Source: an optimization exercise on an open RTL-to-GDS flow (aim: small area, a short achievable clock period and few clock cycles). Production flows keep margins and buffers that such runs may drop. Function was checked by simulation only, so behaviour that the tests miss may differ from the original. Power is estimated from default activity; no workload was simulated.

$ cat flow/constraint.sdc
create_clock -name core_clock -period 8.0 [get_ports {CLK}]
set_input_delay 1.6000 -clock core_clock [delete_from_list [all_inputs] [get_ports {CLK}]]
set_output_delay 1.6000 -clock core_clock [all_outputs]
set_load 0.01 [all_outputs]
$ cat flow/design.v
module LASER (
input CLK,
input RST,
input [3:0] X,
input [3:0] Y,
output reg [3:0] C1X,
output reg [3:0] C1Y,
output reg [3:0] C2X,
output reg [3:0] C2Y,
output reg DONE);
localparam LAT = 3;        
localparam TREECUT = 0;
localparam NPC = LAT - 2 - TREECUT;  
localparam ST_LOAD = 3'd0, ST_SCAN = 3'd1, ST_WAIT = 3'd2, ST_MASK = 3'd3, ST_DONE = 3'd4;
reg [2:0] state;
reg load;
reg [5:0] cnt;
reg first;             
reg ph;                
reg iss_v, iss_sof, iss_mask;
reg [3:0] iss_y;
reg [15:0] oxsel;      
reg [159:0] pxs, pys;
reg [39:0] msk;
wire [39:0] mnew;
always @(posedge CLK) begin
    pxs <= {pxs[155:0], load ? X : pxs[159:156]};
    pys <= {pys[155:0], load ? Y : pys[159:156]};
    if (load)
        msk <= 40'd0;
    else if (iss_mask)
        msk <= {mnew[38:0], mnew[39]};
    else
        msk <= {msk[38:0], msk[39]};
end
function [15:0] tge;
    input [3:0] v;
    reg [3:0] gt, eq, tl;
    integer h, l;
    begin
        eq[0] = ~v[3] & ~v[2]; eq[1] = ~v[3] & v[2]; eq[2] = v[3] & ~v[2]; eq[3] = v[3] & v[2];
        gt[0] = 1'b0; gt[1] = eq[0]; gt[2] = ~v[3]; gt[3] = ~(v[3] & v[2]);
        tl[0] = ~v[1] & ~v[0]; tl[1] = ~v[1]; tl[2] = ~(v[1] & v[0]); tl[3] = 1'b1;
        for (h = 0; h < 4; h = h + 1)
            for (l = 0; l < 4; l = l + 1)
                tge[h*4+l] = gt[h] | (eq[h] & tl[l]);
    end
endfunction
wire [15:0] ecov [0:39];    
genvar gi;
generate for (gi = 0; gi < 40; gi = gi + 1) begin : pt
    wire [3:0] px = pxs[gi*4 +: 4];
    wire [3:0] py = pys[gi*4 +: 4];
    wire [4:0] d = {1'b0, iss_y} - {1'b0, py};
    reg [2:0] w;
    reg ok;
    always @(*) begin
        ok = 1'b1;
        case (d)
            5'd0:                          w = 3'd4;
            5'd1, 5'd2, 5'd31, 5'd30:      w = 3'd3;
            5'd3, 5'd29:                   w = 3'd2;
            5'd4, 5'd28:                   w = 3'd0;
            default: begin                 w = 3'd0; ok = 1'b0; end
        endcase
    end
    wire [4:0] ls = {1'b0, px} - {2'b0, w};
    wire [4:0] hs = {1'b0, px} + {2'b0, w};
    wire [3:0] lo = ls[4] ? 4'd0 : ls[3:0];
    wire [3:0] hi = hs[4] ? 4'd15 : hs[3:0];
    wire [15:0] cov = {16{ok}} & tge(lo) & ~(tge(hi) << 1);
    assign ecov[gi] = cov | {16{msk[gi]}};
    assign mnew[gi] = |(cov & oxsel);
end endgenerate
wire [5:0] ccnt [0:15];
reg  [95:0] ccnt_r;
genvar gk;
generate for (gk = 0; gk < 16; gk = gk + 1) begin : col
    wire [39:0] bits;
    genvar gj;
    for (gj = 0; gj < 40; gj = gj + 1) begin : b
        assign bits[gj] = ecov[gj][gk];
    end
    laser_pc40 pc (.CLK(CLK), .b(bits), .s(ccnt[gk]));
    always @(posedge CLK) ccnt_r[6*gk +: 6] <= ccnt[gk];
end endgenerate
wire [7:0] tag0 = {iss_v, iss_sof, iss_v & (iss_y == (first ? 4'd15 : 4'd12)), first, iss_y};
reg  [8*LAT-1:0] tagp;      
always @(posedge CLK or posedge RST) begin
    if (RST)
        tagp <= {(8*LAT){1'b0}};
    else
        tagp <= {tagp[8*LAT-9:0], tag0};
end
wire [7:0] tagc = tagp[8*(NPC+1)-1 -: 8];      
wire [15:0] cvalid = tagc[4] ? ~((tagc[3:0] == 4'd15) ? 16'h8000 : 16'h0000)
                             : (16'h3ffc & ~((tagc[3:0] == 4'd12) ? 16'h2000 : 16'h0000));
function [10:0] pick;
    input [10:0] a, b;
    pick = (b[10:4] >= a[10:4]) ? b : a;
endfunction
wire [10:0] n1 [0:7];
wire [10:0] n2 [0:3];
reg  [43:0] n2_r;
wire [10:0] n3 [0:1];
wire [10:0] n4;
genvar gn;
generate
    for (gn = 0; gn < 8; gn = gn + 1) begin : lv1
        wire [3:0] ia = 2*gn;
        wire [3:0] ib = 2*gn+1;
        assign n1[gn] = pick({cvalid[2*gn], ccnt_r[12*gn +: 6], ia},
                             {cvalid[2*gn+1], ccnt_r[12*gn+6 +: 6], ib});
    end
    for (gn = 0; gn < 4; gn = gn + 1) begin : lv2
        assign n2[gn] = pick(n1[2*gn], n1[2*gn+1]);
    end
    if (TREECUT) begin : tc
        always @(posedge CLK) begin
            n2_r <= {n2[3], n2[2], n2[1], n2[0]};
        end
        assign n3[0] = pick(n2_r[10:0], n2_r[21:11]);
        assign n3[1] = pick(n2_r[32:22], n2_r[43:33]);
    end else begin : ntc
        assign n3[0] = pick(n2[0], n2[1]);
        assign n3[1] = pick(n2[2], n2[3]);
    end
endgenerate
assign n4 = pick(n3[0], n3[1]);
reg [5:0] g_cnt;
reg [3:0] g_x;
always @(posedge CLK) begin
    g_cnt <= n4[9:4];
    g_x <= n4[3:0];
end
wire [7:0] tg = tagp[8*LAT-1 -: 8];
reg [5:0] b_cnt;
reg [3:0] b_x, b_y;
wire take = tg[6] | (g_cnt >= b_cnt);
wire [3:0] f_x = take ? g_x : b_x;
wire [3:0] f_y = take ? tg[3:0] : b_y;
wire scan_end = tg[7] & tg[5];
always @(posedge CLK) begin
    if (tg[7] & take) begin
        b_cnt <= g_cnt;
        b_x <= g_x;
        b_y <= tg[3:0];
    end
end
always @(posedge CLK or posedge RST) begin
    if (RST) begin
        state <= ST_LOAD;
        load <= 1'b1;
        cnt <= 6'd0;
        first <= 1'b1;
        ph <= 1'b0;
        iss_v <= 1'b0;
        iss_sof <= 1'b0;
        iss_mask <= 1'b0;
        iss_y <= 4'd0;
        oxsel <= 16'd0;
        DONE <= 1'b0;
        C1X <= 4'd0; C1Y <= 4'd0;
        C2X <= 4'd0; C2Y <= 4'd0;
    end else begin
        iss_sof <= 1'b0;
        iss_mask <= 1'b0;
        case (state)
            ST_LOAD: begin
                C2X <= 4'd0; C2Y <= 4'd0;
                cnt <= cnt + 6'd1;
                if (cnt == 6'd39) begin
                    load <= 1'b0;
                    first <= 1'b1;
                    ph <= 1'b0;
                    iss_v <= 1'b1;
                    iss_sof <= 1'b1;
                    iss_y <= 4'd0;
                    state <= ST_SCAN;
                end
            end
            ST_SCAN: begin
                if (iss_y == (first ? 4'd15 : 4'd12)) begin
                    iss_v <= 1'b0;
                    state <= ST_WAIT;
                end else begin
                    iss_y <= iss_y + 4'd1;
                end
            end
            ST_WAIT: begin
                if (scan_end) begin
                    if (first) begin
                        C1X <= f_x; C1Y <= f_y;
                    end else if (ph) begin
                        C2X <= f_x; C2Y <= f_y;
                    end else begin
                        C1X <= f_x; C1Y <= f_y;
                    end
                    if (first ? ({f_x, f_y} == 8'd0)
                              : (ph ? ({f_x, f_y} == {C2X, C2Y}) : ({f_x, f_y} == {C1X, C1Y}))) begin
                        DONE <= 1'b1;
                        state <= ST_DONE;
                    end else begin
                        iss_mask <= 1'b1;
                        iss_y <= f_y;
                        oxsel <= 16'd1 << f_x;
                        ph <= ~ph;
                        first <= 1'b0;
                        state <= ST_MASK;
                    end
                end
            end
            ST_MASK: begin
                iss_v <= 1'b1;
                iss_sof <= 1'b1;
                iss_y <= 4'd2;
                state <= ST_SCAN;
            end
            default: begin  
                DONE <= 1'b0;
                load <= 1'b1;
                cnt <= 6'd0;
                state <= ST_LOAD;
            end
        endcase
    end
end
endmodule
module laser_pc40 (input CLK, input [39:0] b, output [5:0] s);
  wire l1_c0_s0 = b[0] ^ b[1] ^ b[2];
  wire l1_c0_c0 = (b[0] & b[1]) | (b[0] & b[2]) | (b[1] & b[2]);
  wire l1_c0_s1 = b[3] ^ b[4] ^ b[5];
  wire l1_c0_c1 = (b[3] & b[4]) | (b[3] & b[5]) | (b[4] & b[5]);
  wire l1_c0_s2 = b[6] ^ b[7] ^ b[8];
  wire l1_c0_c2 = (b[6] & b[7]) | (b[6] & b[8]) | (b[7] & b[8]);
  wire l1_c0_s3 = b[9] ^ b[10] ^ b[11];
  wire l1_c0_c3 = (b[9] & b[10]) | (b[9] & b[11]) | (b[10] & b[11]);
  wire l1_c0_s4 = b[12] ^ b[13] ^ b[14];
  wire l1_c0_c4 = (b[12] & b[13]) | (b[12] & b[14]) | (b[13] & b[14]);
  wire l1_c0_s5 = b[15] ^ b[16] ^ b[17];
  wire l1_c0_c5 = (b[15] & b[16]) | (b[15] & b[17]) | (b[16] & b[17]);
  wire l1_c0_s6 = b[18] ^ b[19] ^ b[20];
  wire l1_c0_c6 = (b[18] & b[19]) | (b[18] & b[20]) | (b[19] & b[20]);
  wire l1_c0_s7 = b[21] ^ b[22] ^ b[23];
  wire l1_c0_c7 = (b[21] & b[22]) | (b[21] & b[23]) | (b[22] & b[23]);
  wire l1_c0_s8 = b[24] ^ b[25] ^ b[26];
  wire l1_c0_c8 = (b[24] & b[25]) | (b[24] & b[26]) | (b[25] & b[26]);
  wire l1_c0_s9 = b[27] ^ b[28] ^ b[29];
  wire l1_c0_c9 = (b[27] & b[28]) | (b[27] & b[29]) | (b[28] & b[29]);
  wire l1_c0_s10 = b[30] ^ b[31] ^ b[32];
  wire l1_c0_c10 = (b[30] & b[31]) | (b[30] & b[32]) | (b[31] & b[32]);
  wire l1_c0_s11 = b[33] ^ b[34] ^ b[35];
  wire l1_c0_c11 = (b[33] & b[34]) | (b[33] & b[35]) | (b[34] & b[35]);
  wire l1_c0_s12 = b[36] ^ b[37] ^ b[38];
  wire l1_c0_c12 = (b[36] & b[37]) | (b[36] & b[38]) | (b[37] & b[38]);
  wire l2_c0_s0 = l1_c0_s0 ^ l1_c0_s1 ^ l1_c0_s2;
  wire l2_c0_c0 = (l1_c0_s0 & l1_c0_s1) | (l1_c0_s0 & l1_c0_s2) | (l1_c0_s1 & l1_c0_s2);
  wire l2_c0_s1 = l1_c0_s3 ^ l1_c0_s4 ^ l1_c0_s5;
  wire l2_c0_c1 = (l1_c0_s3 & l1_c0_s4) | (l1_c0_s3 & l1_c0_s5) | (l1_c0_s4 & l1_c0_s5);
  wire l2_c0_s2 = l1_c0_s6 ^ l1_c0_s7 ^ l1_c0_s8;
  wire l2_c0_c2 = (l1_c0_s6 & l1_c0_s7) | (l1_c0_s6 & l1_c0_s8) | (l1_c0_s7 & l1_c0_s8);
  wire l2_c0_s3 = l1_c0_s9 ^ l1_c0_s10 ^ l1_c0_s11;
  wire l2_c0_c3 = (l1_c0_s9 & l1_c0_s10) | (l1_c0_s9 & l1_c0_s11) | (l1_c0_s10 & l1_c0_s11);
  wire l2_c1_s0 = l1_c0_c0 ^ l1_c0_c1 ^ l1_c0_c2;
  wire l2_c1_c0 = (l1_c0_c0 & l1_c0_c1) | (l1_c0_c0 & l1_c0_c2) | (l1_c0_c1 & l1_c0_c2);
  wire l2_c1_s1 = l1_c0_c3 ^ l1_c0_c4 ^ l1_c0_c5;
  wire l2_c1_c1 = (l1_c0_c3 & l1_c0_c4) | (l1_c0_c3 & l1_c0_c5) | (l1_c0_c4 & l1_c0_c5);
  wire l2_c1_s2 = l1_c0_c6 ^ l1_c0_c7 ^ l1_c0_c8;
  wire l2_c1_c2 = (l1_c0_c6 & l1_c0_c7) | (l1_c0_c6 & l1_c0_c8) | (l1_c0_c7 & l1_c0_c8);
  wire l2_c1_s3 = l1_c0_c9 ^ l1_c0_c10 ^ l1_c0_c11;
  wire l2_c1_c3 = (l1_c0_c9 & l1_c0_c10) | (l1_c0_c9 & l1_c0_c11) | (l1_c0_c10 & l1_c0_c11);
  wire l3_c0_s0 = l2_c0_s0 ^ l2_c0_s1 ^ l2_c0_s2;
  wire l3_c0_c0 = (l2_c0_s0 & l2_c0_s1) | (l2_c0_s0 & l2_c0_s2) | (l2_c0_s1 & l2_c0_s2);
  wire l3_c0_s1 = l2_c0_s3 ^ l1_c0_s12 ^ b[39];
  wire l3_c0_c1 = (l2_c0_s3 & l1_c0_s12) | (l2_c0_s3 & b[39]) | (l1_c0_s12 & b[39]);
  wire l3_c1_s0 = l2_c0_c0 ^ l2_c0_c1 ^ l2_c0_c2;
  wire l3_c1_c0 = (l2_c0_c0 & l2_c0_c1) | (l2_c0_c0 & l2_c0_c2) | (l2_c0_c1 & l2_c0_c2);
  wire l3_c1_s1 = l2_c0_c3 ^ l2_c1_s0 ^ l2_c1_s1;
  wire l3_c1_c1 = (l2_c0_c3 & l2_c1_s0) | (l2_c0_c3 & l2_c1_s1) | (l2_c1_s0 & l2_c1_s1);
  wire l3_c1_s2 = l2_c1_s2 ^ l2_c1_s3 ^ l1_c0_c12;
  wire l3_c1_c2 = (l2_c1_s2 & l2_c1_s3) | (l2_c1_s2 & l1_c0_c12) | (l2_c1_s3 & l1_c0_c12);
  wire l3_c2_s0 = l2_c1_c0 ^ l2_c1_c1 ^ l2_c1_c2;
  wire l3_c2_c0 = (l2_c1_c0 & l2_c1_c1) | (l2_c1_c0 & l2_c1_c2) | (l2_c1_c1 & l2_c1_c2);
  reg q3_l3_c0_s0; always @(posedge CLK) q3_l3_c0_s0 <= l3_c0_s0;
  reg q3_l3_c0_s1; always @(posedge CLK) q3_l3_c0_s1 <= l3_c0_s1;
  reg q3_l3_c0_c0; always @(posedge CLK) q3_l3_c0_c0 <= l3_c0_c0;
  reg q3_l3_c0_c1; always @(posedge CLK) q3_l3_c0_c1 <= l3_c0_c1;
  reg q3_l3_c1_s0; always @(posedge CLK) q3_l3_c1_s0 <= l3_c1_s0;
  reg q3_l3_c1_s1; always @(posedge CLK) q3_l3_c1_s1 <= l3_c1_s1;
  reg q3_l3_c1_s2; always @(posedge CLK) q3_l3_c1_s2 <= l3_c1_s2;
  reg q3_l3_c1_c0; always @(posedge CLK) q3_l3_c1_c0 <= l3_c1_c0;
  reg q3_l3_c1_c1; always @(posedge CLK) q3_l3_c1_c1 <= l3_c1_c1;
  reg q3_l3_c1_c2; always @(posedge CLK) q3_l3_c1_c2 <= l3_c1_c2;
  reg q3_l3_c2_s0; always @(posedge CLK) q3_l3_c2_s0 <= l3_c2_s0;
  reg q3_l2_c1_c3; always @(posedge CLK) q3_l2_c1_c3 <= l2_c1_c3;
  reg q3_l3_c2_c0; always @(posedge CLK) q3_l3_c2_c0 <= l3_c2_c0;
  wire l4_c1_s0 = q3_l3_c0_c0 ^ q3_l3_c0_c1 ^ q3_l3_c1_s0;
  wire l4_c1_c0 = (q3_l3_c0_c0 & q3_l3_c0_c1) | (q3_l3_c0_c0 & q3_l3_c1_s0) | (q3_l3_c0_c1 & q3_l3_c1_s0);
  wire l4_c2_s0 = q3_l3_c1_c0 ^ q3_l3_c1_c1 ^ q3_l3_c1_c2;
  wire l4_c2_c0 = (q3_l3_c1_c0 & q3_l3_c1_c1) | (q3_l3_c1_c0 & q3_l3_c1_c2) | (q3_l3_c1_c1 & q3_l3_c1_c2);
  wire l5_c1_s0 = l4_c1_s0 ^ q3_l3_c1_s1 ^ q3_l3_c1_s2;
  wire l5_c1_c0 = (l4_c1_s0 & q3_l3_c1_s1) | (l4_c1_s0 & q3_l3_c1_s2) | (q3_l3_c1_s1 & q3_l3_c1_s2);
  wire l5_c2_s0 = l4_c1_c0 ^ l4_c2_s0 ^ q3_l3_c2_s0;
  wire l5_c2_c0 = (l4_c1_c0 & l4_c2_s0) | (l4_c1_c0 & q3_l3_c2_s0) | (l4_c2_s0 & q3_l3_c2_s0);
  wire l6_c2_s0 = l5_c1_c0 ^ l5_c2_s0 ^ q3_l2_c1_c3;
  wire l6_c2_c0 = (l5_c1_c0 & l5_c2_s0) | (l5_c1_c0 & q3_l2_c1_c3) | (l5_c2_s0 & q3_l2_c1_c3);
  wire l6_c3_s0 = l5_c2_c0 ^ l4_c2_c0 ^ q3_l3_c2_c0;
  wire l6_c3_c0 = (l5_c2_c0 & l4_c2_c0) | (l5_c2_c0 & q3_l3_c2_c0) | (l4_c2_c0 & q3_l3_c2_c0);
  wire [5:0] ra = {1'b0, l6_c3_c0, l6_c2_c0, l6_c2_s0, l5_c1_s0, q3_l3_c0_s0};
  wire [5:0] rb = {1'b0, 1'b0, l6_c3_s0, 1'b0, 1'b0, q3_l3_c0_s1};
  assign s = ra + rb;
endmodule
$ cat flow/run.sh
#!/bin/bash
# synth_recipe.tcl (not shown) runs the flow's synth.tcl, then flattens the netlist and writes it again
# the make line also repeats each setting of config.mk as NAME=value (left out here)
make -C /OpenROAD-flow-scripts/flow DESIGN_CONFIG=/design/flow/config.mk WORK_HOME=/design/flow/orfs CLKGATE_MAP_FILE= SYNTH_SCRIPT=/design/flow/synth_recipe.tcl finish
$ cat flow/config.mk
export PLATFORM = sky130hd
export DESIGN_NAME = LASER
export DESIGN_NICKNAME = LASER
export VERILOG_FILES = /design/flow/design.v
export SDC_FILE = /design/flow/constraint.sdc
export NUM_CORES = 4
export LEC_CHECK = 0
export CAP_MARGIN = 20
export CORE_MARGIN = 2
export CORE_UTILIZATION = 40
export SLEW_MARGIN = 20
==> impl_metrics.yaml, run 1 <==
global_routing:
  grt_usage_pct: 29.5
  grt_pass1_wl_um: 396000
  antenna_found_initial: 11
  grt_max_degree: 76
  grt-ovfl-total: 0
  grt_pass1_vias: 60000
routing:
  via_count: 62400
  post_drt_wl_per_cell_um: 25.3
  ant_nets: 0
  drt_iter0_drc: 6932
  drc: 0
  routed_wl_um: 272000
  via_per_inst: 5.80
  firstDrtPassIters: 8
sta:
  hold_viol_final: 0
  hold-worst-slack_ns: 0.331
  slew_violations: 0
  fin_skew_ns: 0.0476
  rsz0062_at_grt: "no"
  fin_crit_ns: 7.26
  worst_pin_slew_ns: 1.14
  slew_headroom_pct: 24.2
  fmax_mhz: 138
  timing.final.ws_setup_ns: 0.742
  setup_viol: 0
  finalSetupTns_ns: 0
  period_share_pct: 90.7
final_layout:
  nNetsFinal: 9575
  fin_cells: 10800
  finalInstanceArea_mm2: 0.0774
  syn2layout_area_growth_pct: 8.81
  drive_above_1_share_pct: 6.70
clocking:
  clkTransAtPathRegs_ns: 0.06
  post-cts-setup-buffer-count: 0
  cts_tree: "yes"
  cts_max_level: 3
  cts_buffer_depth: 3
  cts_hold_buffers: 0
  cts.sinks: 763
  clk_latency_ns: 0.75
  cts_buffers: 94
  cts-root-buf: "clkbuf_16"
  cts_resized: 0
placement:
  hpwlAfterDp_um: 219000
  dp.cells: 10600
  pre_cts_ws_ns: 0.614
  place_area_mm2: 0.0742
  io_buffers: 26
  gp_congestion: 1.03
synth:
  async_flop_share_pct: 9.83
  synth_common_cells: "1153 x inv_1, 769 x nor2_1, 674 x dfxtp_1, 648 x fa_1, 581 x ha_1"
  synth_cell_types: 89
  syn-mean-instance-area_um2: 8.50
  ys_ff_latch: 763
  synth_edf_count: 14
  ys_top_cells_by_area: "dfxtp_1 19%, fa_1 18%, ha_1 10%, inv_1 6.1%, nor2_1 4.1%"
  ys_seq_area_share_pct: 22.2
  synthFlopType: "dfxtp_1"
  synth_warnings: 2
  syn_inst: 8369
  synth_top_area_cell: "dfxtp_1"
  synth_most_common_cell: "inv_1"
  syn-cell-area_mm2: 0.0712
  synthDominantCellAreaShare_pct: 19.0
setup_path:
  crit_path_top_delay_cell: "fa_1"
  critPathTopFamily: "adder cells"
  r2r_slack_ns: 0.74
  rr_worst_depth: 25
  critical_path_class: "register to register"
  start_kind: "register"
  cp_num_cells: 25
  crit_arrival_ns: 7.88
  cp.required_ns: 8.62
  crit_path_max_fanout: 12
  setup.worst_path.end_class: "register"
  critical_path.n_buffers_inverters: 6
  slowest_delay_ns: 0.48
die:
  rows: 154
  dieWidth_um: 426
  ios: 27
  core_area_mm2: 0.176
  initial_utilization_pct: 40.3
  fp.dieArea_mm2: 0.181
  chipHeight_um: 426
min_path:
  hold_path.class: "register to register"
  hold_path_depth: 0
power_and_ir_drop:
  p_leak_uw: 0.0384
  vdd_drop_max_mv: 0.147
  power_density_mw_per_mm2: 112
status:
  outcome: "finished clean"
run:
  max-cap-violations: 0
[power breakdown]
group	internal [µW]	switching (µW)	leakage [µW]
clock	2600	1950	0.00158
combinational	74.2	140	0.0303
sequential	3860	18.2	0.00650
[logic make-up (layout without fill, tap and decap cells)]
family                     Yosys count  after routing  share of synthesized area [%]
and+or+nand+nor                   2457           2457                           17.0
AOI/OAI and AO/OA                 2236           2236                           21.3
buffers and inverters             1403           1448                           7.41
adders and majority gates         1230           1230                           28.5
DFF                                763            763                           22.2
xor gates and xnor gates           175            175                           2.15
muxes                              103            103                           1.48
other                                2              9                         0.0106
[area by class of cell]
class	instances	area [µm²]
diodes	6	15.0
clock buffers	133	2700
clock inverters	42	531
fillers	17500	99100
inverters	1154	4330
multi-input cells	6204	50100
flip-flops and latches	763	15800
well taps	2340	2930
repair buffers	119	996
[cell usage in the layout, fill, tap and decap left out, types with 208 or more instances in the layout]
| cell | netlist | routed |
|---|---|---|
| ha_1 | 581 | 581 |
| or2_2 | 208 | 208 |
| a21o_1 | 211 | 211 |
| inv_1 | 1153 | 1149 |
| fa_1 | 648 | 648 |
| o21ai_0 | 367 | 365 |
| a21oi_1 | 560 | 559 |
| nand2_1 | 474 | 474 |
| dfxtp_1 | 674 | 674 |
| nor2_1 | 769 | 769 |
[worst reg2reg max path: cells and delay by family (launching register included)]
family	cells	cell delay (ns)
buffers and inverters	6	1.14
adder cells (fa/ha/maj)	6	2.31
flip-flops	1	0.47
AND/OR/NAND/NOR	6	1.47
AO/OA/AOI/OAI	7	1.74
[final timing paths]
path	from	to
worst max-delay path	iss_y[0]	col[6].pc.q3_l3_c0_s0
worst min-delay path	pys[120]	pys[124]
worst max register to register	iss_y[0]	col[6].pc.q3_l3_c0_s0
worst min register to register	pys[120]	pys[124]
max in group asynchronous	RST	iss_y[1]
min in group asynchronous	RST	C2X[1]
[registers in the layout, indices dropped and copies added, names as in the netlist, 23 cells and up]
register and flops:
pys 160, pxs 160, msk 40, ccnt_r 96, tagp 23
[per-stage QoR]
stage               util (%)  total power (µW)
finish                  43.9              8640
global route            43.9              8910
CTS                     43.9              8730
detailed placement      42.0              4170
global placement        42.0              4170
floorplan                  -              4110
[per-layer routing]
metal / part of all wire [%] / vias to the layer above / GRT usage (%)
met3: 8.8 / 605 / 5.20
li1: - / 28600 / -
met5: 0.014 / - / 0
met2: 43 / 2875 / 44.5
met1: 43 / 30300 / 40.5
met4: 5.6 / 6 / 14.6
Testbench counts, summed over its fixed seeds: cycles 13,432.
==> run 2, diff against run 1 <==
--- a/flow/design.v
+++ b/flow/design.v
@@ -10,5 +10,5 @@
 output reg DONE);
-localparam LAT = 3;        
-localparam TREECUT = 0;
-localparam NPC = LAT - 2 - TREECUT;  
+localparam NPC = 1;        
+localparam LAT = NPC + 4;      
+localparam TW = 9;             
 localparam ST_LOAD = 3'd0, ST_SCAN = 3'd1, ST_WAIT = 3'd2, ST_MASK = 3'd3, ST_DONE = 3'd4;
@@ -22,5 +22,18 @@
 reg [15:0] oxsel;      
+wire [TW-1:0] tag0 = {iss_mask, iss_v, iss_sof, iss_v & (iss_y == (first ? 4'd15 : 4'd12)), first, iss_y};
+reg  [TW*LAT-1:0] tagp;      
+always @(posedge CLK or posedge RST) begin
+    if (RST)
+        tagp <= {(TW*LAT){1'b0}};
+    else
+        tagp <= {tagp[TW*LAT-TW-1:0], tag0};
+end
+wire [TW-1:0] tag1 = tagp[TW*1-1 -: TW];               
+wire [TW-1:0] tagc = tagp[TW*(NPC+2)-1 -: TW];         
+wire [TW-1:0] tg   = tagp[TW*LAT-1 -: TW];             
 reg [159:0] pxs, pys;
-reg [39:0] msk;
+reg [39:0] msk;        
+reg [119:0] cls;       
 wire [39:0] mnew;
+wire [119:0] clsn;
 always @(posedge CLK) begin
@@ -28,5 +41,6 @@
     pys <= {pys[155:0], load ? Y : pys[159:156]};
+    cls <= {clsn[116:0], clsn[119:117]};
     if (load)
         msk <= 40'd0;
-    else if (iss_mask)
+    else if (tag1[8])
         msk <= {mnew[38:0], mnew[39]};
@@ -54,14 +68,16 @@
     wire [4:0] d = {1'b0, iss_y} - {1'b0, py};
-    reg [2:0] w;
-    reg ok;
+    reg [2:0] c;
     always @(*) begin
-        ok = 1'b1;
         case (d)
-            5'd0:                          w = 3'd4;
-            5'd1, 5'd2, 5'd31, 5'd30:      w = 3'd3;
-            5'd3, 5'd29:                   w = 3'd2;
-            5'd4, 5'd28:                   w = 3'd0;
-            default: begin                 w = 3'd0; ok = 1'b0; end
+            5'd0:                          c = 3'b111;
+            5'd1, 5'd2, 5'd31, 5'd30:      c = 3'b110;
+            5'd3, 5'd29:                   c = 3'b101;
+            5'd4, 5'd28:                   c = 3'b100;
+            default:                       c = 3'b000;
         endcase
     end
+    assign clsn[gi*3 +: 3] = c;
+    wire ok = cls[gi*3+2];
+    wire [1:0] wc = cls[gi*3 +: 2];
+    wire [2:0] w = (wc == 2'd0) ? 3'd0 : {1'b0, wc} + 3'd1;
     wire [4:0] ls = {1'b0, px} - {2'b0, w};
@@ -86,45 +102,51 @@
 end endgenerate
-wire [7:0] tag0 = {iss_v, iss_sof, iss_v & (iss_y == (first ? 4'd15 : 4'd12)), first, iss_y};
-reg  [8*LAT-1:0] tagp;      
-always @(posedge CLK or posedge RST) begin
-    if (RST)
-        tagp <= {(8*LAT){1'b0}};
-    else
-        tagp <= {tagp[8*LAT-9:0], tag0};
-end
-wire [7:0] tagc = tagp[8*(NPC+1)-1 -: 8];      
 wire [15:0] cvalid = tagc[4] ? ~((tagc[3:0] == 4'd15) ? 16'h8000 : 16'h0000)
                              : (16'h3ffc & ~((tagc[3:0] == 4'd12) ? 16'h2000 : 16'h0000));
-function [10:0] pick;
-    input [10:0] a, b;
-    pick = (b[10:4] >= a[10:4]) ? b : a;
+function [15:0] colbit;
+    input [95:0] cc;
+    input [2:0] b;
+    integer k;
+    for (k = 0; k < 16; k = k + 1) colbit[k] = cc[6*k + b];
 endfunction
-wire [10:0] n1 [0:7];
-wire [10:0] n2 [0:3];
-reg  [43:0] n2_r;
-wire [10:0] n3 [0:1];
-wire [10:0] n4;
-genvar gn;
-generate
-    for (gn = 0; gn < 8; gn = gn + 1) begin : lv1
-        wire [3:0] ia = 2*gn;
-        wire [3:0] ib = 2*gn+1;
-        assign n1[gn] = pick({cvalid[2*gn], ccnt_r[12*gn +: 6], ia},
-                             {cvalid[2*gn+1], ccnt_r[12*gn+6 +: 6], ib});
-    end
-    for (gn = 0; gn < 4; gn = gn + 1) begin : lv2
-        assign n2[gn] = pick(n1[2*gn], n1[2*gn+1]);
-    end
-    if (TREECUT) begin : tc
-        always @(posedge CLK) begin
-            n2_r <= {n2[3], n2[2], n2[1], n2[0]};
-        end
-        assign n3[0] = pick(n2_r[10:0], n2_r[21:11]);
-        assign n3[1] = pick(n2_r[32:22], n2_r[43:33]);
-    end else begin : ntc
-        assign n3[0] = pick(n2[0], n2[1]);
-        assign n3[1] = pick(n2[2], n2[3]);
-    end
-endgenerate
-assign n4 = pick(n3[0], n3[1]);
+reg [15:0] e5, e4, e3;
+reg [2:0] mh;
+always @(*) begin
+    mh[2] = |(cvalid & colbit(ccnt_r, 5));
+    e5 = mh[2] ? (cvalid & colbit(ccnt_r, 5)) : cvalid;
+    mh[1] = |(e5 & colbit(ccnt_r, 4));
+    e4 = mh[1] ? (e5 & colbit(ccnt_r, 4)) : e5;
+    mh[0] = |(e4 & colbit(ccnt_r, 3));
+    e3 = mh[0] ? (e4 & colbit(ccnt_r, 3)) : e4;
+end
+reg [15:0] s3;
+reg [2:0] s3_mh;
+reg [47:0] s3_lo;      
+integer k3;
+always @(posedge CLK) begin
+    s3 <= e3;
+    s3_mh <= mh;
+    for (k3 = 0; k3 < 16; k3 = k3 + 1) s3_lo[3*k3 +: 3] <= ccnt_r[6*k3 +: 3];
+end
+function [15:0] lobit;
+    input [47:0] cc;
+    input [2:0] b;
+    integer k;
+    for (k = 0; k < 16; k = k + 1) lobit[k] = cc[3*k + b];
+endfunction
+reg [15:0] e2, e1, e0;
+reg [2:0] ml;
+always @(*) begin
+    ml[2] = |(s3 & lobit(s3_lo, 2));
+    e2 = ml[2] ? (s3 & lobit(s3_lo, 2)) : s3;
+    ml[1] = |(e2 & lobit(s3_lo, 1));
+    e1 = ml[1] ? (e2 & lobit(s3_lo, 1)) : e2;
+    ml[0] = |(e1 & lobit(s3_lo, 0));
+    e0 = ml[0] ? (e1 & lobit(s3_lo, 0)) : e1;
+end
+reg [3:0] pidx;
+integer kp;
+always @(*) begin
+    pidx = 4'd0;
+    for (kp = 0; kp < 16; kp = kp + 1) if (e0[kp]) pidx = kp;
+end
 reg [5:0] g_cnt;
@@ -132,9 +154,21 @@
 always @(posedge CLK) begin
-    g_cnt <= n4[9:4];
-    g_x <= n4[3:0];
+    g_cnt <= {s3_mh, ml};
+    g_x <= pidx;
 end
-wire [7:0] tg = tagp[8*LAT-1 -: 8];
 reg [5:0] b_cnt;
 reg [3:0] b_x, b_y;
-wire take = tg[6] | (g_cnt >= b_cnt);
+function ge6;
+    input [5:0] a, b;
+    reg [5:0] gt, eq;
+    integer i;
+    reg r;
+    begin
+        gt = a & ~b;
+        eq = ~(a ^ b);
+        r = 1'b1;
+        for (i = 0; i < 6; i = i + 1) r = gt[i] | (eq[i] & r);
+        ge6 = r;
+    end
+endfunction
+wire take = tg[6] | ge6(g_cnt, b_cnt);
 wire [3:0] f_x = take ? g_x : b_x;
==> run 2 against run 1 <==
Compared with the run above:
- non-clock buffer count fell by 43
- critical path type unchanged
- fmax up 49%
- wire length fell by 3.9%
- sequential power grew 24%
- core utilization up 0.078 points
- sequential share of layout area rose by 4.4 points
- synthesized area up 3.4%
==> impl_metrics.yaml, run 2 <==
setup_path:
  crit_path_max_fanout: 7
  rr_worst_depth: 17
  path_cells: "inv_1 -> ha_1 -> ha_1 -> a21oi_1 -> nor2b_1 -> o21ai_0 -> inv_1 -> a41oi_1 -> nand2_1 -> a21oi_1 -> o221ai_1 -> nand2b_1 -> fa_1 -> inv_1 -> fa_1 -> inv_1 -> fa_1"
  worstSetupStartpoint: "cls[33]"
  crit_path_top_delay_cell: "a41oi_1"
  critical_path_class: "register to register"
  r2r_slack_ns: 3.14
  slowest_delay_ns: 0.51
  crit_arrival_ns: 5.53
  setup.worst_path.end_class: "register"
  cp.required_ns: 8.67
  timing.rr.end: "col[6].pc.q3_l3_c0_s0"
  r2r-start: "cls[33]"
  start_kind: "register"
  crit_top_cell: "inv_1"
run:
  max-cap-violations: 0
clocking:
  cts_buffer_depth: 3
  post-cts-setup-buffer-count: 0
  cts_resized: 0
  cts.sinks: 966
  cts_buffers: 108
  cts-root-buf: "clkbuf_16"
  cts_tree: "yes"
  cts_max_level: 3
  clk_latency_ns: 0.80
  clkTransAtPathRegs_ns: 0.07
  cts_hold_buffers: 0
sta:
  fin_crit_ns: 4.86
  rsz0062_at_grt: "no"
  period_share_pct: 60.8
  hold-worst-slack_ns: 0.316
  slew_violations: 0
  finalSetupTns_ns: 0
  fmax_mhz: 206
  worst_pin_slew_ns: 1.13
  setup_viol: 0
  hold_viol_final: 0
  slew_headroom_pct: 24.4
  fin_skew_ns: 0.0618
routing:
  drt_iter0_drc: 6579
  via_per_inst: 5.59
  firstDrtPassIters: 7
  routed_wl_um: 262000
  via_count: 61300
  drc: 0
  post_drt_wl_per_cell_um: 23.8
  ant_nets: 0
final_layout:
  drive_above_1_share_pct: 6.05
  nNetsFinal: 9718
  fill_cells: 17700
  top_regs: "pxs (160), pys (160), cls (120)"
  mostFrequentLayoutCell: "inv_1"
  seq_area_mm2: 0.0200
  final_cell_mix: "1265 x inv_1, 861 x dfxtp_1, 753 x nor2_1"
  syn2layout_area_growth_pct: 9.21
  multiInputGateArea_mm2: 0.0480
  post-route-util_pct: 43.9
synth:
  ys_ff_latch: 966
  synthDominantCellAreaShare_pct: 23.4
  syn-cell-area_mm2: 0.0736
  ys_top_cells_by_area: "dfxtp_1 23%, fa_1 18%, ha_1 11%, inv_1 6.5%, nor2_1 3.8%"
  synth_cell_types: 82
  synth_top_area_cell: "dfxtp_1"
  synth_most_common_cell: "inv_1"
  syn-mean-instance-area_um2: 8.70
  ys_seq_area_share_pct: 27.1
  syn_inst: 8456
  synth_common_cells: "1270 x inv_1, 861 x dfxtp_1, 753 x nor2_1, 655 x ha_1, 648 x fa_1"
  async_flop_share_pct: 9.42
  synthFlopType: "dfxtp_1"
  synth_edf_count: 14
  synth_warnings: 2
die:
  chipHeight_um: 433
  ios: 27
  core_area_mm2: 0.183
  dieWidth_um: 433
  fp.dieArea_mm2: 0.187
  rows: 157
  initial_utilization_pct: 40.2
status:
  outcome: "finished clean"
placement:
  gp_congestion: 1.05
  hpwlAfterDp_um: 211000
  io_buffers: 26
power_and_ir_drop:
  power_density_mw_per_mm2: 128
  p_leak_uw: 0.0386
  vdd_drop_max_mv: 0.156
min_path:
  hold_path.class: "register to register"
  holdPathEnd: "s3_lo[25]"
  hold_start: "ccnt_r[49]"
  hold_path_depth: 0
global_routing:
  grt-ovfl-total: 0
  grt_pass1_wl_um: 387000
  grt_max_degree: 52
  antenna_found_initial: 16
  grt_usage_pct: 27.7
  grt_pass1_vias: 60500
## run 2: worst max-delay path by stage
stage	slack [ns]	cells past startpoint	to
2_1_floorplan	3.41	8	cls[1]
3_3_place_gp	3.26	17	col[6].pc.q3_l3_c0_s0
3_5_place_dp	3.18	14	oxsel[10]
4_1_cts	3.18	14	oxsel[12]
5_1_grt	2.76	17	col[6].pc.q3_l3_c0_s0
6_report	3.14	17	col[6].pc.q3_l3_c0_s0
## run 2: kinds of logic (layout without fill, tap and decap cells)
group	Yosys count	count (layout)	synth area share, %
xor+xnor	223	223	2.65
buf+inv	1509	1550	7.74
simple gates	2431	2431	15.7
fa+ha+maj	1303	1303	28.8
other cells	0	8	0
compound gates	2001	2001	17.8
flops	966	966	27.1
mux	23	23	0.320
## run 2: per-layer routing
layer	global-route usage (%)	part of all wire, %	up-vias	wire length [µm]
met1	36.1	42	29700	109000
met5	0	0.017	-	44
met3	6.34	9.2	650	24200
met4	14.7	6.1	8	16000
met2	42.5	43	2793	112000
li1	-	-	28200	-
## run 2: area by class of cell
cell class                 instances  share of cell area (%)
antenna                            8                  0.0249
tap                             2464                    3.84
timing repair buffer              76                   0.806
multi-input combinational       5981                    59.7
inverter                        1272                    5.94
clock inverter                    67                    1.17
sequential                       966                    24.8
clock buffer                     135                    3.70
## run 2: stage by stage
stage | area [µm²] | total power (µW) | instances | worst slack [ns]
6_report | 80400 | 10300 | 11000 | 3.14
3_5_place_dp | 76400 | 4950 | 10800 | 3.18
5_1_grt | 80400 | 10600 | 11000 | 2.76
2_1_floorplan | 73600 | 4940 | 8456 | 3.41
3_3_place_gp | 76400 | 4950 | 10800 | 3.26
4_1_cts | 80400 | 10400 | 11000 | 3.18
## run 2: worst max-delay path, delay by kind of cell, from the launching register on
| kind | cells | cell delay [ns] |
|---|---|---|
| fa+ha+maj | 5 | 1.95 |
| compound gates | 5 | 1.74 |
| simple gates | 3 | 0.37 |
| buf+inv | 4 | 0.34 |
| flops | 1 | 0.33 |
## run 2: report_power, final
part           leakage, µW  switching (µW)  total, µW  internal [µW]
clock              0.00188            2310       5470           3160
combinational       0.0284            11.1       15.5           4.32
sequential         0.00823               0       4830           4830
total               0.0386            2320      10300           7990
Testbench counts of run 2, summed over its fixed seeds: cycles 14,472.
==> run 3, diff against run 2 <==
--- a/flow/design.v
+++ b/flow/design.v
@@ -37,2 +37,3 @@
 wire [39:0] mnew;
+wire [39:0] meff = tag1[8] ? mnew : msk;    
 wire [119:0] clsn;
@@ -44,6 +45,4 @@
         msk <= 40'd0;
-    else if (tag1[8])
-        msk <= {mnew[38:0], mnew[39]};
     else
-        msk <= {msk[38:0], msk[39]};
+        msk <= {meff[38:0], meff[39]};
 end
@@ -78,12 +77,22 @@
     end
-    assign clsn[gi*3 +: 3] = c;
+    assign clsn[gi*3 +: 3] = {c[2] & ~(meff[gi] & ~iss_mask), c[1:0]};
     wire ok = cls[gi*3+2];
     wire [1:0] wc = cls[gi*3 +: 2];
-    wire [2:0] w = (wc == 2'd0) ? 3'd0 : {1'b0, wc} + 3'd1;
-    wire [4:0] ls = {1'b0, px} - {2'b0, w};
-    wire [4:0] hs = {1'b0, px} + {2'b0, w};
-    wire [3:0] lo = ls[4] ? 4'd0 : ls[3:0];
-    wire [3:0] hi = hs[4] ? 4'd15 : hs[3:0];
-    wire [15:0] cov = {16{ok}} & tge(lo) & ~(tge(hi) << 1);
-    assign ecov[gi] = cov | {16{msk[gi]}};
+    wire [15:0] le = tge(px);                  
+    wire [23:0] lex = {8'hff, le};             
+    wire [23:0] gex = {~le[14:0], 9'h1ff};     
+    reg [15:0] cv;
+    integer k;
+    always @(*) begin
+        for (k = 0; k < 16; k = k + 1) begin
+            case (wc)
+                2'd0:    cv[k] = lex[k]   & gex[k+8];
+                2'd1:    cv[k] = lex[k+2] & gex[k+6];
+                2'd2:    cv[k] = lex[k+3] & gex[k+5];
+                default: cv[k] = lex[k+4] & gex[k+4];
+            endcase
+        end
+    end
+    wire [15:0] cov = cv & {16{ok}};
+    assign ecov[gi] = cov;
     assign mnew[gi] = |(cov & oxsel);
@@ -102,5 +111,27 @@
 end endgenerate
-wire [15:0] cvalid = tagc[4] ? ~((tagc[3:0] == 4'd15) ? 16'h8000 : 16'h0000)
-                             : (16'h3ffc & ~((tagc[3:0] == 4'd12) ? 16'h2000 : 16'h0000));
-function [15:0] colbit;
+wire [TW-1:0] tagb = tagp[TW*(NPC+1)-1 -: TW];         
+reg  [15:0] cvalid;
+always @(posedge CLK)
+    cvalid <= tagb[4] ? ~((tagb[3:0] == 4'd15) ? 16'h8000 : 16'h0000)
+                      : (16'h3ffc & ~((tagb[3:0] == 4'd12) ? 16'h2000 : 16'h0000));
+function [17:0] elim2;      
+    input [15:0] s;
+    input [31:0] v;
+    reg [15:0] h3, h2, h1;
+    reg a3, a2, a1;
+    integer k;
+    begin
+        for (k = 0; k < 16; k = k + 1) begin
+            h3[k] = s[k] & v[2*k+1] & v[2*k];
+            h2[k] = s[k] & v[2*k+1] & ~v[2*k];
+            h1[k] = s[k] & ~v[2*k+1] & v[2*k];
+        end
+        a3 = |h3; a2 = |h2; a1 = |h1;
+        if (a3)      elim2 = {2'd3, h3};
+        else if (a2) elim2 = {2'd2, h2};
+        else if (a1) elim2 = {2'd1, h1};
+        else         elim2 = {2'd0, s};
+    end
+endfunction
+function [31:0] bits2;      
     input [95:0] cc;
@@ -108,45 +139,25 @@
     integer k;
-    for (k = 0; k < 16; k = k + 1) colbit[k] = cc[6*k + b];
+    for (k = 0; k < 16; k = k + 1) bits2[2*k +: 2] = cc[6*k + b +: 2];
 endfunction
-reg [15:0] e5, e4, e3;
-reg [2:0] mh;
-always @(*) begin
-    mh[2] = |(cvalid & colbit(ccnt_r, 5));
-    e5 = mh[2] ? (cvalid & colbit(ccnt_r, 5)) : cvalid;
-    mh[1] = |(e5 & colbit(ccnt_r, 4));
-    e4 = mh[1] ? (e5 & colbit(ccnt_r, 4)) : e5;
-    mh[0] = |(e4 & colbit(ccnt_r, 3));
-    e3 = mh[0] ? (e4 & colbit(ccnt_r, 3)) : e4;
-end
+wire [17:0] el5 = elim2(cvalid, bits2(ccnt_r, 4));
+wire [17:0] el3 = elim2(el5[15:0], bits2(ccnt_r, 2));
 reg [15:0] s3;
-reg [2:0] s3_mh;
-reg [47:0] s3_lo;      
-integer k3;
+reg [3:0] s3_mh;
+reg [31:0] s3_lo;      
 always @(posedge CLK) begin
-    s3 <= e3;
-    s3_mh <= mh;
-    for (k3 = 0; k3 < 16; k3 = k3 + 1) s3_lo[3*k3 +: 3] <= ccnt_r[6*k3 +: 3];
-end
-function [15:0] lobit;
-    input [47:0] cc;
-    input [2:0] b;
-    integer k;
-    for (k = 0; k < 16; k = k + 1) lobit[k] = cc[3*k + b];
-endfunction
-reg [15:0] e2, e1, e0;
-reg [2:0] ml;
-always @(*) begin
-    ml[2] = |(s3 & lobit(s3_lo, 2));
-    e2 = ml[2] ? (s3 & lobit(s3_lo, 2)) : s3;
-    ml[1] = |(e2 & lobit(s3_lo, 1));
-    e1 = ml[1] ? (e2 & lobit(s3_lo, 1)) : e2;
-    ml[0] = |(e1 & lobit(s3_lo, 0));
-    e0 = ml[0] ? (e1 & lobit(s3_lo, 0)) : e1;
-end
-reg [3:0] pidx;
-integer kp;
-always @(*) begin
-    pidx = 4'd0;
-    for (kp = 0; kp < 16; kp = kp + 1) if (e0[kp]) pidx = kp;
-end
+    s3 <= el3[15:0];
+    s3_mh <= {el5[17:16], el3[17:16]};
+    s3_lo <= bits2(ccnt_r, 0);
+end
+wire [17:0] el1 = elim2(s3, s3_lo);
+wire [15:0] e0 = el1[15:0];
+wire [3:0] q4;
+assign q4[3] = |e0[15:8];
+wire [7:0] e0h = q4[3] ? e0[15:8] : e0[7:0];
+assign q4[2] = |e0h[7:4];
+wire [3:0] e0q = q4[2] ? e0h[7:4] : e0h[3:0];
+assign q4[1] = |e0q[3:2];
+wire [1:0] e0p = q4[1] ? e0q[3:2] : e0q[1:0];
+assign q4[0] = e0p[1];
+wire [3:0] pidx = q4;
 reg [5:0] g_cnt;
@@ -154,3 +165,3 @@
 always @(posedge CLK) begin
-    g_cnt <= {s3_mh, ml};
+    g_cnt <= {s3_mh, el1[17:16]};
     g_x <= pidx;
@@ -161,11 +172,13 @@
     input [5:0] a, b;
-    reg [5:0] gt, eq;
+    reg [5:0] g, e;
+    reg [2:0] gg, ee;
     integer i;
-    reg r;
     begin
-        gt = a & ~b;
-        eq = ~(a ^ b);
-        r = 1'b1;
-        for (i = 0; i < 6; i = i + 1) r = gt[i] | (eq[i] & r);
-        ge6 = r;
+        g = a & ~b;
+        e = ~(a ^ b);
+        for (i = 0; i < 3; i = i + 1) begin
+            gg[i] = g[2*i+1] | (e[2*i+1] & g[2*i]);
+            ee[i] = e[2*i+1] & e[2*i];
+        end
+        ge6 = gg[2] | (ee[2] & (gg[1] | (ee[1] & (gg[0] | ee[0]))));
     end
@@ -183,2 +196,7 @@
 end
+wire [7:0] prev = first ? 8'd0 : (ph ? {C2X, C2Y} : {C1X, C1Y});
+wire stop_g = ({g_x, tg[3:0]} == prev);
+wire stop_b = ({b_x, b_y} == prev);
+wire stop = take ? stop_g : stop_b;
+wire [15:0] oxsel_n = take ? (16'd1 << g_x) : (16'd1 << b_x);
 always @(posedge CLK or posedge RST) begin
@@ -232,4 +250,3 @@
                     end
-                    if (first ? ({f_x, f_y} == 8'd0)
-                              : (ph ? ({f_x, f_y} == {C2X, C2Y}) : ({f_x, f_y} == {C1X, C1Y}))) begin
+                    if (stop) begin
                         DONE <= 1'b1;
@@ -239,3 +256,3 @@
                         iss_y <= f_y;
-                        oxsel <= 16'd1 << f_x;
+                        oxsel <= oxsel_n;
                         ph <= ~ph;
--- a/flow/config.mk
+++ b/flow/config.mk
@@ -10,2 +10,3 @@
 export CORE_UTILIZATION = 40
+export SETUP_SLACK_MARGIN = 4.5
 export SLEW_MARGIN = 20
==> run 3 against run 2 <==
Compared with the run above:
- cell count up 2.9%
- largest cell class unchanged
- via count rose by 11%
- synthesized cell count rose by 7.9%
- global-route usage grew 1.5 points
- clock skew is 0.012 ns lower
- non-clock buffer count is 15 higher
- sequential share of layout area barely moved
- critical endpoint is now cls[2]
- cell area is 0.44% higher
- die area grew 0.47%
- wire length up 7.7%
- worst hold slack gained 0.0097 ns
- largest power group unchanged
==> impl_metrics.yaml, run 3 <==
sta:
  setup_viol: 0
  hold_viol_final: 0
  worst_pin_slew_ns: 1.17
  period_share_pct: 43.5
  slew_headroom_pct: 22.1
  fmax_mhz: 287
  slew_violations: 0
  rsz0062_at_grt: "no"
  fin_crit_ns: 3.48
  finalSetupTns_ns: 0
  fin_skew_ns: 0.0494
clocking:
  cts_buffer_depth: 3
  cts_tree: "yes"
  cts_hold_buffers: 0
  clk_latency_ns: 0.80
  cts_max_level: 3
  clkTransAtPathRegs_ns: 0.06
  cts_buffers: 114
  cts-root-buf: "clkbuf_16"
  cts.sinks: 953
routing:
  post_drt_wl_per_cell_um: 25.0
  drt_iter0_drc: 9444
  drc: 0
  via_count: 68000
  routed_wl_um: 282000
  firstDrtPassIters: 10
  ant_nets: 0
  via_per_inst: 6.02
setup_path:
  setup.worst_path.end_class: "register"
  cp.required_ns: 8.70
  crit_arrival_ns: 4.18
  rr_worst_depth: 9
  critical_path_class: "register to register"
  crit_path_max_fanout: 22
  start_kind: "register"
synth:
  synthFlopType: "dfxtp_1"
  async_flop_share_pct: 9.44
  ys_top_cells_by_area: "dfxtp_1 23%, fa_1 15%, ha_1 5.8%, o21ai_0 5.8%, inv_1 4.9%"
  synth_edf_count: 14
  syn_inst: 9128
  synth_top_area_cell: "dfxtp_1"
  ys_ff_latch: 953
  syn-mean-instance-area_um2: 8.10
  ys_seq_area_share_pct: 26.6
  synth_cell_types: 98
  synthDominantCellAreaShare_pct: 23.0
  synth_common_cells: "964 x inv_1, 858 x o21ai_0, 849 x dfxtp_1, 805 x nand2_1, 719 x nor2_1"
  syn-cell-area_mm2: 0.0739
  synth_most_common_cell: "inv_1"
  synth_warnings: 2
placement:
  place_area_mm2: 0.0752
  gp_congestion: 1.05
  dp.cells: 11000
  hpwlAfterDp_um: 215000
  io_buffers: 26
global_routing:
  antenna_found_initial: 18
  grt_pass1_wl_um: 413000
  grt_usage_pct: 29.1
  grt_max_degree: 91
  grt_pass1_vias: 63100
  grt-ovfl-total: 0
die:
  chipHeight_um: 434
  dieWidth_um: 434
  core_area_mm2: 0.183
  fp.dieArea_mm2: 0.188
  initial_utilization_pct: 40.3
  rows: 157
  ios: 27
power_and_ir_drop:
  switching_share_pct: 22.3
  clock_power_share_pct: 55.4
  pwr-share-seq_pct: 44.5
  p_int_uw: 8280
  power.switching_uw: 2380
  p_leak_uw: 0.0336
  combinationalPowerShare_pct: 0.1
  power_density_mw_per_mm2: 132
  vdd_drop_max_mv: 0.173
final_layout:
  fill_cells: 18100
  finalInstanceArea_mm2: 0.0807
  drive_above_1_share_pct: 7.84
  final_cell_mix: "961 x inv_1, 844 x o21ai_0, 804 x nand2_1"
  fin_cells: 11300
  multiInputGateArea_mm2: 0.0487
  top_regs: "pxs (160), pys (160), cls (120)"
  nNetsFinal: 9634
  seq_area_mm2: 0.0201
  syn2layout_area_growth_pct: 9.17
  mostFrequentLayoutCell: "inv_1"
min_path:
  hold_path_depth: 0
  hold_path.class: "register to register"
status:
  outcome: "finished clean"
run:
  max-cap-violations: 0
## run 3: timing repair
item / 4_1_cts / 5_1_grt
setup endpoints to repair: 193 / 185
gates cloned: 0 / 1
pin swaps: 2 / 10
buffers inserted: 9 / 17
gates resized for setup: 175 / 204
hold endpoints to repair: 0 / 0
## run 3: worst max-delay path: stages (launching register included)
cell and delay [ns]:
dfxtp_1 0.86, clkinvlp_4 0.58, nand2_1 0.30, nand2_1 0.09, o311a_1 0.16, o21a_1 0.25
a221oi_1 0.31, nand4_1 0.11, o22ai_1 0.53, o21a_1 0.18
## run 3: metal layers
layer / track usage [%] / part of all wire, % / vias to the layer above / wire length (µm)
li1: - / - / 30800 / -
met1: 39.3 / 41 / 32600 / 116000
met2: 43.8 / 43 / 3777 / 120000
met3: 6.77 / 10 / 790 / 28900
met4: 14.0 / 5.7 / 6 / 16000
met5: 0 / 0.012 / - / 35
## run 3: final cells by class
cell class / count / area share (%)
timing repair buffer: 91 / 1.02
sequential: 953 / 24.8
tap: 2464 / 3.82
clock inverter: 69 / 1.35
clock buffer: 145 / 3.96
antenna: 8 / 0.0248
inverter: 980 / 4.62
multi-input combinational: 6580 / 60.4
## run 3: power by group through the flow
stage | logic, µW | clock network, µW | registers, µW
2_1_floorplan | 6.75 | 0 | 4870
3_3_place_gp | 14.2 | 0 | 4870
3_5_place_dp | 14.4 | 0 | 4870
4_1_cts | 14.4 | 5990 | 4760
5_1_grt | 15.9 | 6180 | 4750
6_report | 13.6 | 5900 | 4750
## run 3: metrics by stage
stage | utilization, % | setup slack [ns] | hold slack [ns] | total power (µW)
floorplan | - | 4.75 | 0.310 | 4870
global placement | 41.0 | 3.76 | 0.310 | 4880
detailed placement | 41.0 | 3.73 | 0.312 | 4880
CTS | 43.6 | 4.49 | 0.326 | 10800
global route | 44.0 | 4.49 | 0.330 | 10900
finish | 44.0 | 4.52 | 0.326 | 10700
## run 3: path summary, 6_finish.rpt
check	from	end	slack [ns]
hold reg to reg	ccnt_r[67]	s3_lo[23]	0.33
setup / recovery	pxs[157]	cls[2]	4.52
min in group asynchronous	RST	C1Y[0]	1.42
hold / removal	ccnt_r[67]	s3_lo[23]	0.33
setup reg to reg	pxs[157]	cls[2]	4.52
max in group asynchronous	RST	iss_y[1]	5.94
## run 3: cells by family (layout without fill, tap and decap cells)
family / count (synthesis) / count (layout) / synth area share (%)
other cells: 0 / 8 / 0
mux: 63 / 63 / 0.887
flops: 953 / 953 / 26.6
simple gates: 2512 / 2513 / 15.9
buf+inv: 1596 / 1285 / 8.21
xor+xnor: 140 / 140 / 1.66
fa+ha+maj: 992 / 992 / 22.2
compound gates: 2872 / 2872 / 24.6
Testbench counts of run 3, summed over its fixed seeds: cycles 14,472.
==> run 4, diff against run 3 <==
--- a/flow/config.mk
+++ b/flow/config.mk
@@ -10,3 +10,3 @@
 export CORE_UTILIZATION = 40
-export SETUP_SLACK_MARGIN = 4.5
+export SETUP_SLACK_MARGIN = 4.6
 export SLEW_MARGIN = 20
==> run 4 against run 3 <==
Compared with the run above:
- still clean
- synthesized area unchanged
- largest cell class unchanged
- die area is the same
- sequential share of layout area is 0.072 points lower
- register-to-register slack better by 0.11 ns
==> impl_metrics.yaml, run 4 <==
routing:
  routed_wl_um: 283000
  drc: 0
  via_per_inst: 6.03
  via_count: 68300
  firstDrtPassIters: 10
  ant_nets: 0
  drt_iter0_drc: 9574
  post_drt_wl_per_cell_um: 25.0
setup_path:
  path_cells: "and2_1 -> maj3_1 -> a21oi_1 -> a211oi_1 -> fa_1 -> fa_2 -> fa_1"
  setup.worst_path.end_class: "register"
  crit_path_max_fanout: 21
  start_kind: "register"
  critical_path_class: "register to register"
  crit_arrival_ns: 4.05
  slowest_delay_ns: 0.67
  cp.required_ns: 8.68
  crit_top_cell: "fa_1"
  crit_path_top_delay_cell: "fa_2"
min_path:
  hold_path.class: "register to register"
clocking:
  cts_hold_buffers: 0
  cts-root-buf: "clkbuf_16"
  cts_tree: "yes"
  clkTransAtPathRegs_ns: 0.06
  cts_buffers: 114
  cts.sinks: 953
  clk_latency_ns: 0.81
  cts_max_level: 3
  cts_buffer_depth: 3
sta:
  timing.final.ws_setup_ns: 4.63
  setup_viol: 0
  finalSetupTns_ns: 0
  worst_pin_slew_ns: 1.17
  slew_headroom_pct: 22.3
  period_share_pct: 42.2
  hold_viol_final: 0
  fin_skew_ns: 0.0536
  rsz0062_at_grt: "yes"
  fmax_mhz: 296
  fin_crit_ns: 3.37
  slew_violations: 0
placement:
  pre_cts_ws_ns: 3.73
  gp_congestion: 1.05
  io_buffers: 26
  hpwlAfterDp_um: 215000
synth:
  ys_seq_area_share_pct: 26.6
  synth_common_cells: "964 x inv_1, 858 x o21ai_0, 849 x dfxtp_1, 805 x nand2_1, 719 x nor2_1"
  ys_ff_latch: 953
  synth_cell_types: 98
  synth_top_area_cell: "dfxtp_1"
  ys_top_cells_by_area: "dfxtp_1 23%, fa_1 15%, ha_1 5.8%, o21ai_0 5.8%, inv_1 4.9%"
  synth_most_common_cell: "inv_1"
  synth_edf_count: 14
  syn-cell-area_mm2: 0.0739
  synthDominantCellAreaShare_pct: 23.0
  synth_warnings: 2
  syn_inst: 9128
  async_flop_share_pct: 9.44
  synthFlopType: "dfxtp_1"
  syn-mean-instance-area_um2: 8.10
final_layout:
  final_cell_mix: "955 x inv_1, 833 x o21ai_0, 804 x nand2_1"
  fill_cells: 18100
  mostFrequentLayoutCell: "inv_1"
  drive_above_1_share_pct: 9.19
  syn2layout_area_growth_pct: 10.0
  top_regs: "pxs (160), pys (160), cls (120)"
  nNetsFinal: 9664
die:
  initial_utilization_pct: 40.3
  dieWidth_um: 434
  core_area_mm2: 0.183
  fp.dieArea_mm2: 0.188
  chipHeight_um: 434
  rows: 157
  ios: 27
power_and_ir_drop:
  switching_share_pct: 22.4
  pwr-share-seq_pct: 44.4
  combinationalPowerShare_pct: 0.1
  p_int_uw: 8270
  vdd_drop_max_mv: 0.176
  clock_power_share_pct: 55.5
  p_leak_uw: 0.0338
  power_density_mw_per_mm2: 131
  power.switching_uw: 2390
global_routing:
  grt_use_met2_pct: 43.9
  top_usage_layer: "met2"
  grt_max_degree: 91
  use_met3_pct: 7.01
  grt_pass1_wl_um: 413000
  antenna_found_initial: 17
  grt-ovfl-total: 0
  grt_usage_pct: 29.2
  grt_pass1_vias: 63300
  use_met1_pct: 39.1
status:
  outcome: "finished clean"
run:
  max-cap-violations: 0
==> run 4: cell count changes in the layout (fill, tap and decap cells not counted), moves of 7 or more <==
cell | before | now
buf_4 | 56 | 86
dfxtp_1 | 646 | 631
a211oi_2 | 29 | 38
nor2b_1 | 248 | 236
dfxtp_4 | 39 | 70
nor2b_2 | 10 | 21
o21ai_2 | 3 | 10
a211oi_1 | 58 | 49
dfxtp_2 | 164 | 148
o21ai_0 | 844 | 833
==> run 4: power groups by stage <==
stage / Sequential (µW) / Clock, µW / Combinational, µW
5_1_grt: 4730 / 6180 / 15.9
4_1_cts: 4760 / 5990 / 14.4
3_3_place_gp: 4870 / 0 / 14.2
2_1_floorplan: 4870 / 0 / 6.75
3_5_place_dp: 4870 / 0 / 14.4
6_report: 4740 / 5910 / 13.6
==> run 4: final cells by class <==
cell class,instances,area [µm²],share of cell area (%)
sequential,953,20200,24.8
multi-input combinational,6582,49100,60.3
clock inverter,69,1090,1.34
tap,2464,3080,3.79
inverter,980,3730,4.59
clock buffer,145,3190,3.92
antenna,12,30.0,0.0369
timing repair buffer,119,996,1.22
==> run 4: metrics by stage <==
step	instance area, µm²	std cells	power (µW)	util, %	hold slack (ns)
floorplan	74000	9128	4870	-	0.310
global placement	75200	11000	4880	41.0	0.310
detailed placement	75200	11000	4880	41.0	0.312
CTS	80200	11300	10800	43.7	0.326
global route	81300	11300	10900	44.3	0.330
finish	81400	11300	10700	44.3	0.325
==> run 4: final timing paths <==
| kind | from | endpoint | slack, ns | depth (start not counted) |
|---|---|---|---|---|
| max in group asynchronous | RST | iss_y[1] | 5.96 | 3 |
| min in group asynchronous | RST | C1Y[1] | 1.42 | 3 |
| hold reg to reg | ccnt_r[43] | s3_lo[15] | 0.33 | 0 |
| setup / recovery | cls[36] | col[9].pc.q3_l3_c0_s0 | 4.63 | 7 |
| hold / removal | ccnt_r[43] | s3_lo[15] | 0.33 | 0 |
| setup reg to reg | cls[36] | col[9].pc.q3_l3_c0_s0 | 4.63 | 7 |
==> run 4: kinds of logic (layout without fill, tap and decap cells) <==
family	after synthesis	in the layout	synth area share, %
DFF	953	953	26.6
buffers and inverters	1596	1313	8.21
other	0	12	0
muxes	63	63	0.887
AOI/OAI and AO/OA	2872	2872	24.6
adders and majority gates	992	992	22.2
xor gates and xnor gates	140	140	1.66
and+or+nand+nor	2512	2515	15.9
==> run 4: metal layers <==
metal,vias up,routed length (µm)
met1,32900,117000
li1,30900,-
met4,4,15900
met2,3776,122000
met5,-,24
met3,787,28600
==> run 4: timing repair <==
action	CTS	global route
resized for setup	272	252
buffers inserted	15	39
endpoints found under the setup margin	239	189
gates cloned	1	2
pin swaps	5	20
==> run 4: worst max-delay path, delay by kind of cell (launching register included) <==
kind,cells,cell delay [ns]
compound gates,2,0.53
fa+ha+maj,4,1.92
flops,1,0.54
simple gates,1,0.27
==> run 5, diff against run 4 <==
--- a/flow/config.mk
+++ b/flow/config.mk
@@ -10,3 +10,3 @@
 export CORE_UTILIZATION = 40
-export SETUP_SLACK_MARGIN = 4.6
+export SETUP_SLACK_MARGIN = 4.4
 export SLEW_MARGIN = 20
==> run 5 against run 4 <==
Compared with the run above:
- wire length shrank 0.67%
- critical path depth stayed put
- still clean
- register-to-register slack lost 0.28 ns
- critical path type unchanged
- flip-flop and latch count stayed put
- first-iteration DRC count grew 1.2%
- power rose by 0.14%
- die area did not move
- fmax fell by 7.7%
- synthesized cell count unchanged
- clock-buffer cell count did not move
- cell area is 1.4% lower
- sequential power barely moved
==> impl_metrics.yaml, run 5 <==
synth:
  async_flop_share_pct: 9.44
  ys_seq_area_share_pct: 26.6
  synth_common_cells: "964 x inv_1, 858 x o21ai_0, 849 x dfxtp_1, 805 x nand2_1, 719 x nor2_1"
  synth_edf_count: 14
  syn-mean-instance-area_um2: 8.10
  ys_ff_latch: 953
  synth_cell_types: 98
  syn_inst: 9128
  synthDominantCellAreaShare_pct: 23.0
  synth_top_area_cell: "dfxtp_1"
  ys_top_cells_by_area: "dfxtp_1 23%, fa_1 15%, ha_1 5.8%, o21ai_0 5.8%, inv_1 4.9%"
  synth_warnings: 2
  synthFlopType: "dfxtp_1"
  synth_most_common_cell: "inv_1"
  syn-cell-area_mm2: 0.0739
sta:
  fmax_mhz: 274
  rsz0062_at_grt: "yes"
  fin_crit_ns: 3.65
  period_share_pct: 45.7
  worst_pin_slew_ns: 1.15
  hold_viol_final: 0
  finalSetupTns_ns: 0
  slew_violations: 0
  setup_viol: 0
  fin_skew_ns: 0.0473
  slew_headroom_pct: 23.5
final_layout:
  final_cell_mix: "961 x inv_1, 850 x o21ai_0, 805 x nand2_1"
  nNetsFinal: 9620
  fin_cells: 11300
  mostFrequentLayoutCell: "inv_1"
  drive_above_1_share_pct: 6.96
  top_regs: "pxs (160), pys (160), cls (120)"
  multiInputGateArea_mm2: 0.0485
  syn2layout_area_growth_pct: 8.53
  fill_cells: 18100
  seq_area_mm2: 0.0200
global_routing:
  antenna_found_initial: 18
  grt_pass1_vias: 63100
  grt_max_degree: 91
  grt-ovfl-total: 0
  grt_pass1_wl_um: 412000
  grt_usage_pct: 29.1
die:
  dieWidth_um: 434
  initial_utilization_pct: 40.3
  fp.dieArea_mm2: 0.188
  chipHeight_um: 434
  rows: 157
  ios: 27
  core_area_mm2: 0.183
routing:
  via_count: 67900
  drc: 0
  ant_nets: 0
  via_per_inst: 6.02
  firstDrtPassIters: 10
  routed_wl_um: 281000
  post_drt_wl_per_cell_um: 24.9
  drt_iter0_drc: 9688
status:
  outcome: "finished clean"
placement:
  hpwlAfterDp_um: 215000
  io_buffers: 26
  dp.cells: 11000
  gp_congestion: 1.05
setup_path:
  crit_path_max_fanout: 18
  rr_worst_depth: 7
  setup.worst_path.end_class: "register"
  crit_arrival_ns: 4.29
  cp.required_ns: 8.64
  start_kind: "register"
  timing.rr.end: "col[13].pc.q3_l3_c0_s0"
  r2r_slack_ns: 4.35
  r2r-start: "cls[19]"
  critical_path_class: "register to register"
power_and_ir_drop:
  combinationalPowerShare_pct: 0.1
  vdd_drop_max_mv: 0.173
  pwr-share-seq_pct: 44.5
  switching_share_pct: 22.3
  power_density_mw_per_mm2: 133
  p_int_uw: 8290
  p_leak_uw: 0.0335
  clock_power_share_pct: 55.3
  power.switching_uw: 2390
clocking:
  cts_tree: "yes"
  cts_max_level: 3
  cts-root-buf: "clkbuf_16"
  cts_hold_buffers: 0
  cts.sinks: 953
  clk_latency_ns: 0.81
  clkTransAtPathRegs_ns: 0.06
  cts_buffer_depth: 3
  cts_buffers: 114
min_path:
  hold_path_depth: 0
  hold_start: "ccnt_r[84]"
  hold_path.class: "register to register"
  holdPathEnd: "s3_lo[28]"
run:
  max-cap-violations: 0
[run 5: cell counts after synthesis]
No cell type changed its count.
[run 5: final cells by class]
cell class	instances	share of cell area, %
antenna	9	0.0281
clock buffer	145	3.98
clock inverter	69	1.35
inverter	980	4.64
multi-input combinational	6579	60.5
sequential	953	24.9
tap	2464	3.84
timing repair buffer	78	0.831
[run 5: timing repair]
item                       in CTS  in global routing
setup endpoints to repair     135                169
buffers inserted                9                  4
resized for setup              91                180
pin swaps                       2                  2
[run 5: per-layer routing]
metal	part of all wire, %	vias up	global-route usage (%)
met5	0.036	-	0
met4	5.7	6	14.1
met3	10	781	6.83
met2	43	3697	43.7
met1	42	32600	39.2
li1	-	30800	-
[run 5: cells by family (layout without fill, tap and decap cells)]
kind of cell | count (synthesis) | in the layout | synth area share (%)
and+or+nand+nor | 2512 | 2512 | 15.9
AOI/OAI and AO/OA | 2872 | 2872 | 24.6
muxes | 63 | 63 | 0.887
other | 0 | 9 | 0
xor gates and xnor gates | 140 | 140 | 1.66
DFF | 953 | 953 | 26.6
buffers and inverters | 1596 | 1272 | 8.21
adders and majority gates | 992 | 992 | 22.2
[run 5: power by group through the flow]
stage	Clock, µW	Combinational [µW]	Sequential (µW)
detailed placement	0	14.4	4870
CTS	5990	14.4	4760
finish	5910	13.6	4760
global placement	0	14.2	4870
global route	6180	15.9	4750
floorplan	0	6.75	4870
[run 5: worst max path at each step]
stage	from	to	slack, ns	cells after the start
global placement	ccnt_r[94]	s3[8]	3.76	9
detailed placement	ccnt_r[59]	s3[3]	3.73	9
CTS	pxs[136]	col[7].pc.q3_l3_c1_s1	4.40	8
finish	cls[19]	col[13].pc.q3_l3_c0_s0	4.35	7
floorplan	pxs[113]	col[8].pc.q3_l3_c0_s1	4.75	10
global route	pxs[81]	col[12].pc.q3_l3_c0_s0	4.37	9
[run 5: stage by stage]
stage / total power, µW / instance area, µm² / utilization, % / setup WS, ns / hold slack, ns
final: 10700 / 80300 / 43.7 / 4.35 / 0.324
after global routing: 10900 / 80200 / 43.7 / 4.37 / 0.330
after CTS: 10800 / 79800 / 43.5 / 4.40 / 0.326
after detailed placement: 4880 / 75200 / 41.0 / 3.73 / 0.312
after global placement: 4880 / 75200 / 41.0 / 3.76 / 0.310
after floorplan: 4870 / 74000 / - / 4.75 / 0.310
[run 5: worst max-delay path: stages, from the launching register on]
cell and delay [ns]:
dfxtp_1 0.69, inv_1 0.21, o22ai_1 0.17, nand2_1 0.08, a31oi_1 0.49, fa_1 0.60
fa_1 0.76, fa_1 0.49

afterwards: timing with drivers on the ports:
The results above use ideal ports. As a check the final layouts listed here were re-extracted and re-timed, cells and wires unchanged. Step 1 sets driving cells, clkbuf_16 on the clock port and buf_2 on the other inputs (assumed; they add their load-dependent delay and slew). Step 2 times the ports against the registers' clock, not the clock port: input delays grow and output delays shrink by t, the midpoint of the rising clock arrivals with the driver on. Three values: no drivers, after step 1, after step 2; two values: the first two.
run | t (ns) | setup slack, ns
run 1 | 0.828 | 0.742 / 0.742 / 0.742
run 2 | 0.851 | 3.138 / 3.138 / 3.138
run 3 | 0.858 | 4.517 / 4.517 / 4.517
run 4 | 0.864 | 4.627 / 4.587 / 4.627
run 5 | 0.865 | 4.347 / 4.347 / 4.347
After both steps every run listed still meets setup and hold.
